This design comes from an exercise in tuning for small area and a short achievable clock period on the open sky130 flow, not from production work. The RTL was checked by simulation tests, not by an equivalence proof against the original design. Power and IR drop assume default switching activity.

## flow/design.v (module list and top-level ports; edited modules follow where they fit)
// module PE_fa: 4 lines
// module PE_nha: 4 lines
// module PE_xn: 3 lines
// module PE_or: 3 lines
// module PE_pg: 4 lines
// module PE_sel: 3 lines
// module PE_prod: 128 lines
// module PE_acc0: 101 lines
// module PE_acc1: 156 lines
// module PE_acc2: 159 lines
// module PE_acc3: 164 lines
// module PE_prod_and: 137 lines
// module PE_acc00: 124 lines
// module PE_x3: 52 lines
// module matrix_dot_4x4: 171 lines
module matrix_dot_4x4 (
    input clk,
    input reset,
    input [7:0] A_in_0, A_in_1, A_in_2, A_in_3,
    input [7:0] B_in_0, B_in_1, B_in_2, B_in_3,
    output [31:0] C_out_00, C_out_01, C_out_02, C_out_03,
    output [31:0] C_out_10, C_out_11, C_out_12, C_out_13,
    output [31:0] C_out_20, C_out_21, C_out_22, C_out_23,
    output [31:0] C_out_30, C_out_31, C_out_32, C_out_33
);
  // ...
==> flow/flow/run.sh <==
#!/bin/bash
# Layout flow: the standard layout (standard.sh), with the port buffers
# made of plain buffers instead of the delay-cell footprint buffer_ports picks
# by default. Every tool's output goes to standard.log in this folder.
set -euo pipefail
export BUFFER_PORTS_ARGS="-buffer_cell sky130_fd_sc_hd__buf_2"
bash standard.sh finish > standard.log 2>&1
==> flow/standard.sh <==
#!/bin/bash
# synth_recipe.tcl (not shown) runs the flow's synth.tcl, then flattens the netlist and writes it again
# the make line also repeats each setting of config.mk as NAME=value (left out here)
make -C /OpenROAD-flow-scripts/flow DESIGN_CONFIG=/design/flow/config.mk WORK_HOME=/design/flow/orfs CLKGATE_MAP_FILE= SYNTH_SCRIPT=/design/flow/synth_recipe.tcl "${@:-finish}"
==> flow/config.mk <==
export PLATFORM = sky130hd
export DESIGN_NAME = matrix_dot_4x4
export DESIGN_NICKNAME = matrix_dot_4x4
export VERILOG_FILES = /design/flow/design.v
export SDC_FILE = /design/flow/constraint.sdc
export NUM_CORES = 4
export LEC_CHECK = 0
export CAP_MARGIN = 0
export CORE_MARGIN = 2
export CORE_UTILIZATION = 40
export CTS_CLUSTER_DIAMETER = 135
export CTS_CLUSTER_SIZE = 27
export SETUP_SLACK_MARGIN = 2.6
export SLEW_MARGIN = 0
export SYNTH_HIERARCHICAL = 1
export TNS_END_PERCENT = 5
==> flow/constraint.sdc <==
create_clock -name core_clock -period 5.0 [get_ports {clk}]
set_input_delay 1.0000 -clock core_clock [delete_from_list [all_inputs] [get_ports {clk}]]
set_output_delay 1.0000 -clock core_clock [all_outputs]
set_load 0.01 [all_outputs]
==> metrics list, run 1 <==
- Counting flops per register, the top entry is m00.
- The tightest min-delay check is of the reg -> reg type.
* Required time of the critical path: ~5.6 ns
* Status: no timing/DRC/antenna violations
- Remaining global-route overflow: 0
- Routed Antenna Nets: 0
- For this run, the total global-route usage over all layers was measured as 18.47%.
* Multiplexer share of the synthesized area: under 10%
- VDD sags by at most 451.4 µV.
- The synthesized netlist contains 69 unique library cells.
- Across the run, the number of max-cap violations was 0.
* Final RePlAce weighted congestion: between 0.9 and 1
- Critical path capture point type: flop
- Fraction of power spent switching nets: about 43%
* Starting DRT DRC Count: 5160
- Post-CTS Setup Repair Bufs: 44
* WL met3: between 10 and 15 mm
- Dividing the detail-routed via count by the number of cells gives about 5.2.
- For this run, global-route usage on met2 was measured as slightly above 30%.
- TritonCTS clock tree: yes
- The design has 1060 sequential cells.
* Pre-CTS setup slack: between 1.5 and 2 ns
* Num CTS Buffers: between 40 and 50
* Cell area after placement: between 0.05 and 0.06 mm²
- In this run the mean area of a mapped cell was approximately 11 µm².
* Non-clock buffer count: between 400 and 500
- Total core area: 0.1431 mm²
* Worst path buffer plus inverter count: 1
- Cell taking the most area after synthesis: sky130_fd_sc_hd__dfxtp_1
- Cell repeated most along the worst path: sky130_fd_sc_hd__a21oi_2
- The internal portion of the total power is between 20 and 25 mW.
* Die X: 383.1 µm
- In this run the tightest slew margin relative to its limit is a little over half.
==> run 2, diff against run 1 <==
--- a/flow/flow/run.sh
+++ b/flow/flow/run.sh
@@ -5,3 +5,3 @@
 set -euo pipefail
-export BUFFER_PORTS_ARGS="-buffer_cell sky130_fd_sc_hd__buf_2"
+export BUFFER_PORTS_ARGS="-buffer_cell sky130_fd_sc_hd__buf_1"
 bash standard.sh finish > standard.log 2>&1
--- a/flow/config.mk
+++ b/flow/config.mk
@@ -10,4 +10,4 @@
 export CORE_UTILIZATION = 40
-export CTS_CLUSTER_DIAMETER = 135
-export CTS_CLUSTER_SIZE = 27
+export CTS_CLUSTER_DIAMETER = 120
+export CTS_CLUSTER_SIZE = 24
 export SETUP_SLACK_MARGIN = 2.6
==> run 2 against run 1 <==
  * Clock skew is 0.0045 ns higher
  * Via count hardly changed
  * First-iteration DRC count fell by 3.4%
  * Final cell count is 0.16% higher
  * Highest routed layer unchanged
  * Critical endpoint is now m10[14]$_DFF_P_
  * Flip-flop and latch count unchanged
  * Synthesized cell count unchanged
  * Combinational power is essentially flat
  * Register-to-register slack hardly changed
  * Largest cell class unchanged
  * Fmax down 2.6%
==> metrics list, run 2 <==
- The clock tree from TritonCTS is yes (unchanged).
- The area share of and/or/nand/nor cells after synthesis came to 9.327% (unchanged).
- Total power divided by cell area: 739.6 mW/mm² (was 736.6 mW/mm²)
* Net count of the finished layout: 5734 (was 5725)
- H-tree levels: 2 (unchanged)
* Worst setup path endpoint: m10[14]$_DFF_P_ (was q03[17]$_DFF_P_)
- Maximum fanout along the worst path: 9 (was 5)
- The first-pass iteration count of the detailed router was 15 (unchanged).
- The type of origin of the critical path is an input port (was flop).
- The largest clock skew in the final design came to 0.03246 ns (was 0.02799 ns).
- Most frequent standard cell in the layout excluding fill and tap cells: sky130_fd_sc_hd__dfxtp_1 (unchanged)
- Vias: 35.91k (was 35.89k)
- The area share of the largest cell type after synthesis was 36.91% (unchanged).
- The final setup TNS came to 0 ns (unchanged).
- The number of input and output port buffers inserted came to 340 (unchanged).
- The clock network fraction of total power was 10.9% (was 10.3%).
- The routed wire length per instance was 20.44 µm (was 20.38 µm).
- Top-count cell post-synth: sky130_fd_sc_hd__dfxtp_1 (unchanged)
* Final std cell area, no fill: 0.05774 mm² (was 0.05788 mm²)
- The sequential fraction of design power came to 30.0% (was 30.1%).
- The share of flip-flops with an asynchronous set or reset after synthesis is 0% (unchanged).
- The share of the cycle needed by the critical path after routing came to 52.01% (was 50.67%).
- The arrival time at the worst endpoint came to 3.18 ns (was 3.10 ns).
- The flip-flop and latch count after synthesis was 1060 (unchanged).
- RSZ-0062 raised after global routing: yes (unchanged).
- The share of post-route cells with drive strength above 1 was 10.66% (was 17.43%).
- Max_slew headroom: 49.81% (was 53.08%)
- Num CTS Buffers: 50 (was 45)
* Worst reg2reg path endpoint: m11[16]$_DFF_P_ (was q03[17]$_DFF_P_)
- Num rows: 139 (unchanged)
* Actual transition at the worst max-transition pin: 0.7528 ns (was 0.7038 ns)
- FMAX: 0.3845 GHz (was 0.3947 GHz)
- First-pass GRT wire length: 212.7 mm (was 212.1 mm)
- Category of the critical setup timing path: in -> reg (was reg -> reg)
* Count of boundary I/O pins: 578 (unchanged)
- Synth Area in Adders: 20.33% (unchanged)
- The leakage power of the design came to 22.85 nW (was 23.69 nW).
- Syn Inst Count: 5290 (unchanged)
- The mean instance size in the synthesized netlist came to 10.87 µm² (unchanged).
- The logic gate share of total power was 59.0% (was 59.5%).
- Root cell of the clock tree: sky130_fd_sc_hd__clkbuf_16 (unchanged)
* Synth warn: 7 (unchanged)
* Largest family of logic cells by synthesized area: adder cells (unchanged)
* Count of filler cells inserted in the layout: 13.85k (was 13.76k)
* Worst min-delay path category: reg -> reg (unchanged)
- Required time of the critical path: 5.58 ns (was 5.57 ns)
- The sum of net half-perimeters after detailed placement was 108.5 mm (about the same).
- Launch instance of the worst register-to-register path: b1_0[2]$_DFF_P_ (was q02[7]$_DFF_P_)
- The area of the die came to 0.1468 mm² (unchanged).
- Launch point of the critical path: A_in_1[4] (was q02[7]$_DFF_P_)
- Register area: 0.02133 mm² (was 0.02134 mm²)
* Cell taking the most area after synthesis: sky130_fd_sc_hd__dfxtp_1 (unchanged)
- The xor and xnor area share after synthesis is 3.671% (unchanged).
- Post-Synthesis Cell Area: 0.05750 mm² (unchanged)
- The post-synthesis mux area share was 1.271% (unchanged).
* Area overhead of the layout relative to synthesis: 0.4200% (was 0.6769%)
- The x dimension of the die was 383.1 µm (unchanged).
* Number of global-route vias before repair: 35.64k (about the same)
- The number of flops mapped to enable cells by yosys is 0 (unchanged).
- Largest reg by FF count: m00 (unchanged)
* Maximum number of pins on one net before global-route repair: 25 (was 28)
- Total design power: 42.70 mW (was 42.64 mW)
- Status: no timing/DRC/antenna violations (unchanged)
- The number of clock sinks seen by CTS was 1060 (unchanged).
* Time the final worst path needs with I/O delays and setup: 2.601 ns (was 2.533 ns)
- Most instantiated cells after synthesis: sky130_fd_sc_hd__dfxtp_1, sky130_fd_sc_hd__buf_4, sky130_fd_sc_hd__a222oi_1, sky130_fd_sc_hd__fa_1, sky130_fd_sc_hd__inv_1 (unchanged)
* Longest Clk Path Bufs: 3 (unchanged)
- Fraction of the mapped netlist area in compound gates: 12.67% (unchanged)
- Number of antenna violations at the first check in global routing: 29 (unchanged)
- The switching power came to 18.23 mW (was 18.19 mW).
- The total wire length after detailed routing was 140.5 mm (was 139.9 mm).
- The worst setup slack for register-to-register paths was 2.46 ns (was 2.47 ns).
- The fraction of power spent switching nets is 42.69% (was 42.65%).
- Total DRC errors in the routed layout: 0 (unchanged)
- Most frequently used flop master after synthesis: sky130_fd_sc_hd__dfxtp_1 (unchanged)
- Max cap viols: 0 (unchanged)
- Clock Latency Late Sink: 0.69 ns (was 0.67 ns)
- Initial standard-cell utilization of the core: 40.17% (unchanged)
- The number of distinct standard cells referenced by the synthesized netlist was 69 (unchanged).
- Final Hold Violating Endpoints: 0 (unchanged)
* Final RePlAce weighted congestion: 0.9180 (was 0.9078)
- Total core area: 0.1431 mm² (unchanged)
* Die boundary height: 383.1 µm (unchanged)
- Remaining global-route overflow: 0 (unchanged)
- Cell types with the largest area share after synthesis: sky130_fd_sc_hd__dfxtp_1, sky130_fd_sc_hd__buf_4, sky130_fd_sc_hd__fa_1, sky130_fd_sc_hd__ha_1, sky130_fd_sc_hd__a222oi_1 (unchanged)
- The count of routing violations after the opening detailed-route iteration is 4984 (was 5160).
- The via density per instance is 5.223 (was 5.229).
* Final-report max-slew violation count: 0 (unchanged)
- The number of flip-flops in the largest register is 37 (unchanged).
* Highest ir drop seen on vdd: 577.4 µV (was 451.4 µV)
- Most used cells in the layout excluding fill and tap cells: sky130_fd_sc_hd__dfxtp_1, sky130_fd_sc_hd__a222oi_1, sky130_fd_sc_hd__fa_1, sky130_fd_sc_hd__buf_1, sky130_fd_sc_hd__inv_1 (was sky130_fd_sc_hd__dfxtp_1, sky130_fd_sc_hd__a222oi_1, sky130_fd_sc_hd__fa_1, sky130_fd_sc_hd__buf_2, sky130_fd_sc_hd__inv_1)
- Count of endpoints failing setup in the final report: 0 (unchanged)
- Internal power consumption: 24.47 mW (was 24.45 mW)
- The overall fraction of global-route tracks in use was 18.60% (was 18.47%).
* Routed Antenna Nets: 0 (unchanged)
- The number of buffers inserted by hold repair at cts is 0 (unchanged).
- The portion of the post-synthesis area used by sequential elements came to 36.91% (unchanged).
* Cell area after placement: 0.05442 mm² (was 0.05482 mm²)
- Footprint of the multi-input gates: 0.02949 mm² (was 0.02940 mm²)
- Critical path capture point type: flop (unchanged)
- The clock-pin slew on the worst setup and hold paths is 0.10 ns (about the same).
* Number of cell instances on the worst register-to-register path: 4 (was 11)
-- run 2: cell counts after synthesis --
Identical to the previous run, type by type.
-- run 2: per-layer routing --
layer / vias up / GRT usage (%) / wire length, µm / share of wire [%]
li1: 16660 / - / - / -
met4: 20 / 5.607 / 4505 / 3.2
met2: 1499 / 30.90 / 66160 / 47
met1: 17510 / 24.37 / 58950 / 42
met5: - / 0 / 127 / 0.090
met3: 223 / 3.629 / 10750 / 7.7
-- run 2: layout make-up --
| class | instances | share of cell area [%] |
|---|---|---|
| multi-input cells | 3088 | 51.08 |
| flip-flops and latches | 1060 | 36.94 |
| well taps | 1903 | 4.124 |
| repair buffers | 413 | 3.177 |
| clock buffers | 54 | 2.265 |
| inverters | 343 | 2.239 |
| clock inverters | 4 | 0.1300 |
| diodes | 10 | 0.04334 |
-- run 2: kinds of logic after synthesis --
logic type,count (synthesis)
buffers and inverters,1377
DFF,1060
and+or+nand+nor,989
AOI/OAI and AO/OA,845
adders and majority gates,712
xor gates and xnor gates,241
muxes,65
other,1
-- run 2: worst max-delay path: stages --
cell	delay, ns
sky130_fd_sc_hd__buf_1	0.44
sky130_fd_sc_hd__and2b_1	0.33
sky130_fd_sc_hd__a222oi_1	0.41
sky130_fd_sc_hd__fa_1	0.53
sky130_fd_sc_hd__fa_1	0.46
-- run 2: repair_timing --
action                                  4_1_cts  5_1_grt
gates resized for setup                     233       60
pin swaps                                   119       59
gates cloned                                  0        0
endpoints found under the setup margin      198      238
buffers inserted                             51       18
-- run 2: how the worst min path moves through the flow --
stage                           from                to  slack (ns)  cells after the start
floorplan           xa0_0[8]$_DFF_P_  xa0_1[8]$_DFF_P_        0.37                      0
global placement      m30[0]$_DFF_P_    q30[0]$_DFF_P_        0.34                      1
detailed placement    m00[0]$_DFF_P_    q00[0]$_DFF_P_        0.34                      1
CTS                   m20[1]$_DFF_P_    q20[1]$_DFF_P_        0.35                      1
global route          m20[1]$_DFF_P_    q20[1]$_DFF_P_        0.36                      1
finish                m20[1]$_DFF_P_    q20[1]$_DFF_P_        0.35                      1
-- run 2: per-module statistics from Yosys, one instance, submodules excluded, excerpt --
module	area [µm²]	times used	cells
PE_sel	10.01	420	1
PE_xn	8.758	90	1
PE_acc1	759.5	4	111
PE_acc0	509.2	3	72
PE_acc3	690.7	4	113
PE_prod_and	700.7	1	117
PE_prod	380.4	15	56
PE_x3	360.3	5	41
matrix_dot_4x4	23000	1	1297
PE_fa	20.02	360	1
PE_acc00	508.0	1	74
PE_pg	12.51	237	1
-- run 2: power by group through the flow --
stage                     clock network [mW]  logic (mW)  registers [mW]
after global routing                    5.16        28.3            13.1
after floorplan                            0        23.4            12.8
after global placement                     0        21.6            13.0
after CTS                               4.89        24.5            12.9
after detailed placement                   0        21.9            13.0
final                                   4.66        25.2            12.8
-- run 2: stage by stage --
| step | util (%) | setup WS (ns) | cells | hold WS, ns |
|---|---|---|---|---|
| 6_report | 40.34 | 2.399 | 6875 | 0.3481 |
| 2_1_floorplan | - | 2.255 | 5525 | 0.3671 |
| 3_3_place_gp | 38.02 | 1.712 | 6738 | 0.3440 |
| 3_5_place_dp | 38.02 | 1.688 | 6738 | 0.3439 |
| 4_1_cts | 40.03 | 2.472 | 6847 | 0.3469 |
| 5_1_grt | 40.33 | 2.354 | 6870 | 0.3640 |

[what the ideal ports hide]
How much do the figures lean on ideal ports? The routed layouts below were timed once more, with nothing changed but the port constraints. Step 1 sets driving cells, clkbuf_16 on the clock port and buf_2 on the other inputs (assumed; they add their load-dependent delay and slew). Step 2 adds t to the input delays and takes it off the output delays; t is the mean of the earliest and latest rising clock arrival at the registers after step 1. Input paths then give back, and output paths get back, about the clock's delay inside the block. Three values: ideal, step 1, step 2; two values: the first two.
| run | t (ns) | setup WS [ns] | worst setup path at the end | latest minus earliest clock arrival (ns) | worst register clock-pin slew, ns |
|---|---|---|---|---|---|
| run 1 | 0.738 | 2.467 / 2.467 / 1.836 | input to register | 0.036 / 0.036 | 0.11 / 0.11 |
| run 2 | 0.749 | 2.399 / 2.376 / 1.627 | input to register | 0.042 / 0.042 | 0.10 / 0.10 |
After both steps setup and hold are still met in every run listed. The setup slack of run 2, which loses most, moves by -0.023 ns with the drivers and by -0.772 ns with both steps.
